From an optimization exercise on the open Yosys and OpenROAD flow, aimed at small area; shortcuts taken in it are not production practice.
No driver is modelled on the clock port, so clock power and skew are understated where the tree is cut down; a real chip needs a root buffer or a tree.
Power figures rest on the tool's default switching activity, not on a simulated workload.

build 47:
## us_sensor
module us_sensor(echo,trigger,ss,en,clk,rst);
input clk,echo,rst;
output reg trigger;
output [7:0] ss;
output [2:0] en;
localparam [23:0] TRG_A   = 24'h1a325c;
localparam [23:0] TRG_X   = 24'h27bfba;
localparam [23:0] TRG_POL = 24'haaaaaa;
reg  [23:0] trg_q;
wire [23:0] trg_s   = trg_q ^ TRG_POL;
wire        trg_end = (trg_s == TRG_X);
wire        trg_ld  = rst | trg_end;
wire [23:0] trg_v   = {TRG_A[23:1], ~rst & trigger};
wire [23:0] trg_n   = trg_ld ? trg_v
                    : {trg_s[22:0], ~(trg_s[23] ^ trg_s[22] ^ trg_s[21] ^ trg_s[16])};
always @(posedge clk) begin
	trg_q   <= trg_n ^ TRG_POL;
	trigger <= rst | (trigger ^ trg_end);
end
localparam [16:0] DSP_B   = 17'h16d96;
localparam [16:0] DSP_X   = 17'h150e9;
localparam [16:0] DSP_POL = 17'h0aaaa;
reg  [16:0] dsp_q;
wire [16:0] dsp_s   = dsp_q ^ DSP_POL;
wire        tick    = (dsp_s == DSP_X);
wire [16:0] dsp_n   = (rst | tick) ? {DSP_B[16:1], rst}
                    : {dsp_s[15:0], ~(dsp_s[16] ^ dsp_s[13])};
always @(posedge clk)
	dsp_q <= dsp_n ^ DSP_POL;
localparam [12:0] GAP_X   = 13'h058f;
localparam [12:0] GAP_POL = 13'h0aaa;
reg  [12:0] gap_q;
reg  [4:0]  ph;               
reg         ph_long;          
wire [12:0] gap_s   = gap_q ^ GAP_POL;
wire        gap_end = (gap_s == GAP_X);
wire        gap_ld  = rst | ~echo | gap_end;
wire [12:0] gap_n   = gap_ld ? {12'd0, ~(ph_long & echo & ~rst)}
                    : {gap_s[11:0], ~(gap_s[12] ^ gap_s[3] ^ gap_s[2] ^ gap_s[0])};
always @*
	ph_long = (ph == 5'd1) | (ph == 5'd4) | (ph == 5'd7) | (ph == 5'd10) | (ph == 5'd13) | (ph == 5'd16);
always @(posedge clk) begin
	gap_q <= gap_n ^ GAP_POL;
	if (rst | ~echo)
		ph <= 5'd0;
	else if (gap_end)
		ph <= (ph == 5'd17) ? 5'd1 : ph + 5'd1;
end
reg  [3:0] r0, r1, r2;
reg  [3:0] r0_n, r1_n, r2_n;
function [3:0] bcd_inc(input [3:0] b);
	bcd_inc = {b[3] ? ~b[0] : &b[2:0], b[2] ^ (b[1] & b[0]), (b[1] ^ b[0]) & ~b[3], ~b[0]};
endfunction
wire r0_9 = r0[3] & r0[0];
wire r1_9 = r1[3] & r1[0];
always @* begin
	r0_n = r0; r1_n = r1; r2_n = r2;
	if (rst) begin
		r0_n = 0; r1_n = 0; r2_n = 0;
	end else if (echo) begin
		if (gap_end) begin
			r0_n = bcd_inc(r0);
			if (r0_9) r1_n = bcd_inc(r1);
  ...
Size: about 3400 um2 of cells after synthesis.
==> flow/config.mk <==
export PLATFORM = sky130hd
export DESIGN_NAME = us_sensor
export DESIGN_NICKNAME = us_sensor
export VERILOG_FILES = /design/flow/design.v
export SDC_FILE = /design/flow/constraint.sdc
export NUM_CORES = 4
export LEC_CHECK = 0
export CAP_MARGIN = 20
export CORE_MARGIN = 2
export CORE_UTILIZATION = 40
export PLACE_DENSITY = 0.6
export SLEW_MARGIN = 20
==> flow/constraint.sdc <==
create_clock -name core_clock -period 30.0 [get_ports {clk}]
set_input_delay 6.0000 -clock core_clock [delete_from_list [all_inputs] [get_ports {clk}]]
set_output_delay 6.0000 -clock core_clock [all_outputs]
set_load 0.01 [all_outputs]
standard.sh (not shown) runs the stock make flow with config.mk's settings and CLKGATE_MAP_FILE= SYNTH_SCRIPT=/design/flow/synth_recipe.tcl, a recipe that flattens the netlist after the stock synthesis.
==> flow/flow/run.sh <==
#!/bin/bash
# Layout flow: the standard flow (standard.sh) with
#  - port buffers made of buf_1,
#  - every combinational cell that synthesis upsized replaced, after the
#    floorplan, by the smallest cell of the same function.
# Each tool's output goes to the ORFS logs and to standard.log here.
set -e
here=$(pwd)
export BUFFER_PORTS_ARGS="-buffer_cell sky130_fd_sc_hd__buf_1"
export POST_FLOORPLAN_TCL=$here/flow/downsize.tcl
export POST_CTS_TCL=$here/flow/clocktree.tcl
export CLOCK_LEAF_BUF=sky130_fd_sc_hd__clkbuf_8
export CLOCK_LEAVES=6
export CLOCK_ROOT_BUF=sky130_fd_sc_hd__clkbuf_2
bash standard.sh finish "$@" > standard.log 2>&1
==> flow/flow/clocktree.tcl <==
# Replace the clock tree that CTS built with CLOCK_LEAVES buffers of type
# CLOCK_LEAF_BUF, one per cluster of nearby registers (k-means on the
# register positions), each placed at its cluster's centre and fed straight
# from the clock port, or from one CLOCK_ROOT_BUF if CLOCK_ROOT_BUF is set.
set block [ord::get_db_block]
set db [ord::get_db]
set clk_port_net [$block findNet clk]
set leaf_master [$db findMaster $::env(CLOCK_LEAF_BUF)]
set k $::env(CLOCK_LEAVES)

# remove the CTS buffers and their nets
set cts_nets {}
foreach inst [$block getInsts] {
  set mname [[$inst getMaster] getName]
  if {[string match "sky130_fd_sc_hd__clkbuf_*" $mname] && [string match "clkbuf_*" [$inst getName]]} {
    set on [[$inst findITerm X] getNet]
    if {$on ne "NULL"} { lappend cts_nets $on }
    odb::dbInst_destroy $inst
  }
}
foreach n $cts_nets {
  if {[$n getName] ne "clk"} { odb::dbNet_destroy $n }
}

# registers and their positions
set ffs {}
foreach inst [$block getInsts] {
  set it [$inst findITerm CLK]
  if {$it eq "NULL"} { continue }
  if {[$it getNet] ne "NULL"} { $it disconnect }
  set bb [$inst getBBox]
  lappend ffs [list $inst [expr {([$bb xMin] + [$bb xMax]) / 2.0}] [expr {([$bb yMin] + [$bb yMax]) / 2.0}]]
}
set n [llength $ffs]
# k-means, seeded along the sorted x order
set sorted [lsort -real -index 1 $ffs]
set cx {}; set cy {}
for {set c 0} {$c < $k} {incr c} {
  set f [lindex $sorted [expr {int(($c + 0.5) * $n / $k)}]]
  lappend cx [lindex $f 1]; lappend cy [lindex $f 2]
}
for {set iter 0} {$iter < 50} {incr iter} {
  set assign {}
  foreach f $ffs {
    set best 0; set bd 1e30
    for {set c 0} {$c < $k} {incr c} {
      set d [expr {abs([lindex $f 1] - [lindex $cx $c]) + abs([lindex $f 2] - [lindex $cy $c])}]
      if {$d < $bd} { set bd $d; set best $c }
    }
    lappend assign $best
  }
  set nx {}; set ny {}
  for {set c 0} {$c < $k} {incr c} {
    set sx 0; set sy 0; set m 0
    foreach f $ffs a $assign {
      if {$a == $c} { set sx [expr {$sx + [lindex $f 1]}]; set sy [expr {$sy + [lindex $f 2]}]; incr m }
    }
    if {$m > 0} { lappend nx [expr {$sx / $m}]; lappend ny [expr {$sy / $m}] } else { lappend nx [lindex $cx $c]; lappend ny [lindex $cy $c] }
  }
  set cx $nx; set cy $ny
}

set src_net $clk_port_net
if {[info exists ::env(CLOCK_ROOT_BUF)] && $::env(CLOCK_ROOT_BUF) ne ""} {
  set root [odb::dbInst_create $block [$db findMaster $::env(CLOCK_ROOT_BUF)] clkroot_buf]
  set src_net [odb::dbNet_create $block clkroot_net]
  $src_net setSigType CLOCK
  [$root findITerm A] connect $clk_port_net
  [$root findITerm X] connect $src_net
  set sx 0; set sy 0
  foreach x $cx y $cy { set sx [expr {$sx + $x}]; set sy [expr {$sy + $y}] }
  $root setLocation [expr {int($sx / $k)}] [expr {int($sy / $k)}]
  $root setPlacementStatus PLACED
}
for {set c 0} {$c < $k} {incr c} {
  set b [odb::dbInst_create $block $leaf_master clkleaf_buf_$c]
  set net [odb::dbNet_create $block clkleaf_net_$c]
  $net setSigType CLOCK
  [$b findITerm A] connect $src_net
  [$b findITerm X] connect $net
  set m 0
  foreach f $ffs a $assign {
    if {$a == $c} { [[lindex $f 0] findITerm CLK] connect $net; incr m }
  }
  $b setLocation [expr {int([lindex $cx $c])}] [expr {int([lindex $cy $c])}]
  $b setPlacementStatus PLACED
  puts "clocktree: leaf $c drives $m registers"
}
detailed_placement
check_placement -verbose
estimate_parasitics -placement
report_checks -path_delay min_max -format full_clock_expanded
report_check_types -max_slew -max_capacitance -violators
Other scripts of this flow, unchanged in this note and not shown: flow/flow/downsize.tcl
Build 47 | stages: all done | timing, DRC, antenna: all pass
Input changes introduced in build 89 (baseline for comparison: build 47):
diff --git a/flow/flow/run.sh b/flow/flow/run.sh
--- a/flow/flow/run.sh
+++ b/flow/flow/run.sh
@@ -12,3 +12,3 @@
-export CLOCK_LEAF_BUF=sky130_fd_sc_hd__clkbuf_8
-export CLOCK_LEAVES=6
-export CLOCK_ROOT_BUF=sky130_fd_sc_hd__clkbuf_2
+export CLOCK_LEAF_BUF=sky130_fd_sc_hd__clkbuf_16
+export CLOCK_LEAVES=4
+export CLOCK_ROOT_BUF=
### Flow results
- Build 89 went all the way through the flow, and no timing, DRC or antenna check failed.
- Compared to build 47, build 89 has count of cell instances traversed by the critical path 1 higher.
- Against build 47 as the reference, build 89 delivers a higher met2 usage.
- Post-route standard cell area excluding fillers was higher in the run labelled build 89.
- The final reports for build 89 and build 47 show total power consumption of the routed design higher in the former.
- Going from build 47 to build 89, leakage power total neither gained nor lost much; number of DRC markers in iteration 0 up 13%.
Modified inputs, build 59 compared to build 89
==> flow/flow/run.sh <==
#!/bin/bash
# Layout flow: the standard flow (standard.sh) with these changes:
#  - synthesis is the standard flow's (synth_recipe.tcl and ORFS synth.tcl) with only
#    ABC's mapping script replaced by an area-oriented one (abc_area.script),
#  - port buffers are buf_1 (BUFFER_PORTS_ARGS),
#  - after the floorplan, every combinational cell that synthesis upsized is
#    replaced by the smallest cell of the same function (downsize.tcl); the
#    later repair steps fix any slew or load violation this makes,
#  - after CTS, the clock tree is rebuilt as one root buffer feeding one
#    leaf buffer per cluster of nearby registers (clocktree.tcl).
# Each tool's full output is in the ORFS logs under orfs/logs and in
# standard.log here.
set -e
here=$(pwd)
sed "s#^  log_cmd abc {\*}\$abc_args#  set abc_args [lreplace \$abc_args 1 1 $here/flow/abc_area.script]\n&#" \
  $FLOW_HOME/scripts/synth.tcl > $here/synth_abc.tcl
grep -q "flow/abc_area.script" $here/synth_abc.tcl
sed "s#source \$::env(SCRIPTS_DIR)/synth.tcl#source $here/synth_abc.tcl#" synth_recipe.tcl > $here/my_synth.tcl
grep -q "synth_abc.tcl" $here/my_synth.tcl
sed "s#SYNTH_SCRIPT=[^ ]*#SYNTH_SCRIPT=$here/my_synth.tcl#" standard.sh > $here/my_standard.sh
grep -q "my_synth.tcl" $here/my_standard.sh
export BUFFER_PORTS_ARGS="-buffer_cell sky130_fd_sc_hd__buf_1"
export POST_FLOORPLAN_TCL=$here/flow/downsize.tcl
export POST_CTS_TCL=$here/flow/clocktree.tcl
export CLOCK_LEAF_BUF=${CLOCK_LEAF_BUF:-sky130_fd_sc_hd__clkbuf_8}
export CLOCK_LEAVES=${CLOCK_LEAVES:-5}
export CLOCK_ROOT_BUF=${CLOCK_ROOT_BUF-sky130_fd_sc_hd__clkbuf_4}
bash $here/my_standard.sh finish "$@" > standard.log 2>&1
==> flow/flow/abc_area.script (new file) <==
strash
dc2
dch -f
map -a
topo
strash
&get -n
&dch -f
&nf -R 1000
&put
topo
==> results.txt <==
On via count: between build 89 and build 59, it ends up higher for build 89. | data arrival time of the worst path | lower: build 59 |. The final reports for build 59 and build 89 show longest individual stage delay on the worst path lower in the former. Compared build 89 against build 59; number of nets in the layout within noise. Going from build 89 to build 59, critical path depth fell 3; largest net degree at the start of global routing fell 14%; number of standard cells in the layout, taps in and fillers out fell 0.45%; cell area fell 120 um2; final-layout worst hold slack rose 7.5 ps. Number of filler cells placed in the layout ends up higher on build 89. Utilization, build 89 and build 59, higher one = build 59.
Input changes introduced in build 73 (baseline for comparison: build 59):
==> flow/flow/run.sh <==
#!/bin/bash
# Layout flow: the standard flow (standard.sh) with
#  - port buffers made of buf_1,
#  - every combinational cell that synthesis upsized replaced, after the
#    floorplan, by the smallest cell of the same function.
# Each tool's output goes to the ORFS logs and to standard.log here.
set -e
here=$(pwd)
export BUFFER_PORTS_ARGS="-buffer_cell sky130_fd_sc_hd__buf_1"
export POST_FLOORPLAN_TCL=$here/flow/downsize.tcl
export POST_CTS_TCL=$here/flow/clocktree.tcl
export CLOCK_LEAF_BUF=sky130_fd_sc_hd__clkbuf_8
export CLOCK_LEAVES=5
export CLOCK_ROOT_BUF=sky130_fd_sc_hd__clkbuf_4
bash standard.sh finish "$@" > standard.log 2>&1
removed: flow/flow/abc_area.script
## What came out
Summary of build 73 over build 59: sum of met2 wire segment lengths after detailed routing went up by 2.3%, clock insertion delay at the later pin of the skew report was more or less identical.
Lower critical path depth goes to build 59 over build 73.
Build 73 vs. build 59: minimum setup slack in the final design fell 120 ps, sequential share of layout area went down 1.4 points, synthesis-to-layout area growth went down by 3.9 points.
Build 59 reports its startpoint of the worst setup timing path as pos[1] while build 73 reports rst.
Between build 73 and build 59, the global-route wire length before repair is higher for build 73.
Minimum hold slack on build 73 is behind build 59.
No run of this note included a check of the RTL's function; only the layout flow was run. In every run of this note, the design's own scripts or RTL, not TritonCTS, make the clock network.

what the ideal ports hide:
The results above use ideal ports. As a check the final layouts listed here were re-extracted and re-timed, cells and wires unchanged.
Step 1: set_driving_cell puts a clkbuf_16 on clk and a buf_2 on each other input, an assumption about the parent block.
Step 2 adds t to the input delays and takes it off the output delays; t is the mean of the earliest and latest rising clock arrival at the registers after step 1. Input paths then give back, and output paths get back, about the clock's delay inside the block.
a / b / c = no drivers / after step 1 / after step 2; a / b = the first two.
| run | t (ns) | setup slack, ns | slew at the worst register clock pin (ns) |
|---|---|---|---|
| build 47 | 0.506 | 22.397 / 22.403 / 21.897 | 0.11 / 0.11 |
| build 89 | 0.226 | 22.059 / 22.114 / 21.887 | 0.10 / 0.10 |
| build 59 | 0.413 | 22.442 / 22.414 / 22.319 | 0.11 / 0.11 |
| build 73 | 0.411 | 22.325 / 22.334 / 21.923 | 0.12 / 0.12 |
After both steps setup and hold are still met in every run listed. The setup slack of build 47, which loses most, moves by +0.006 ns with the drivers and by -0.500 ns with both steps.
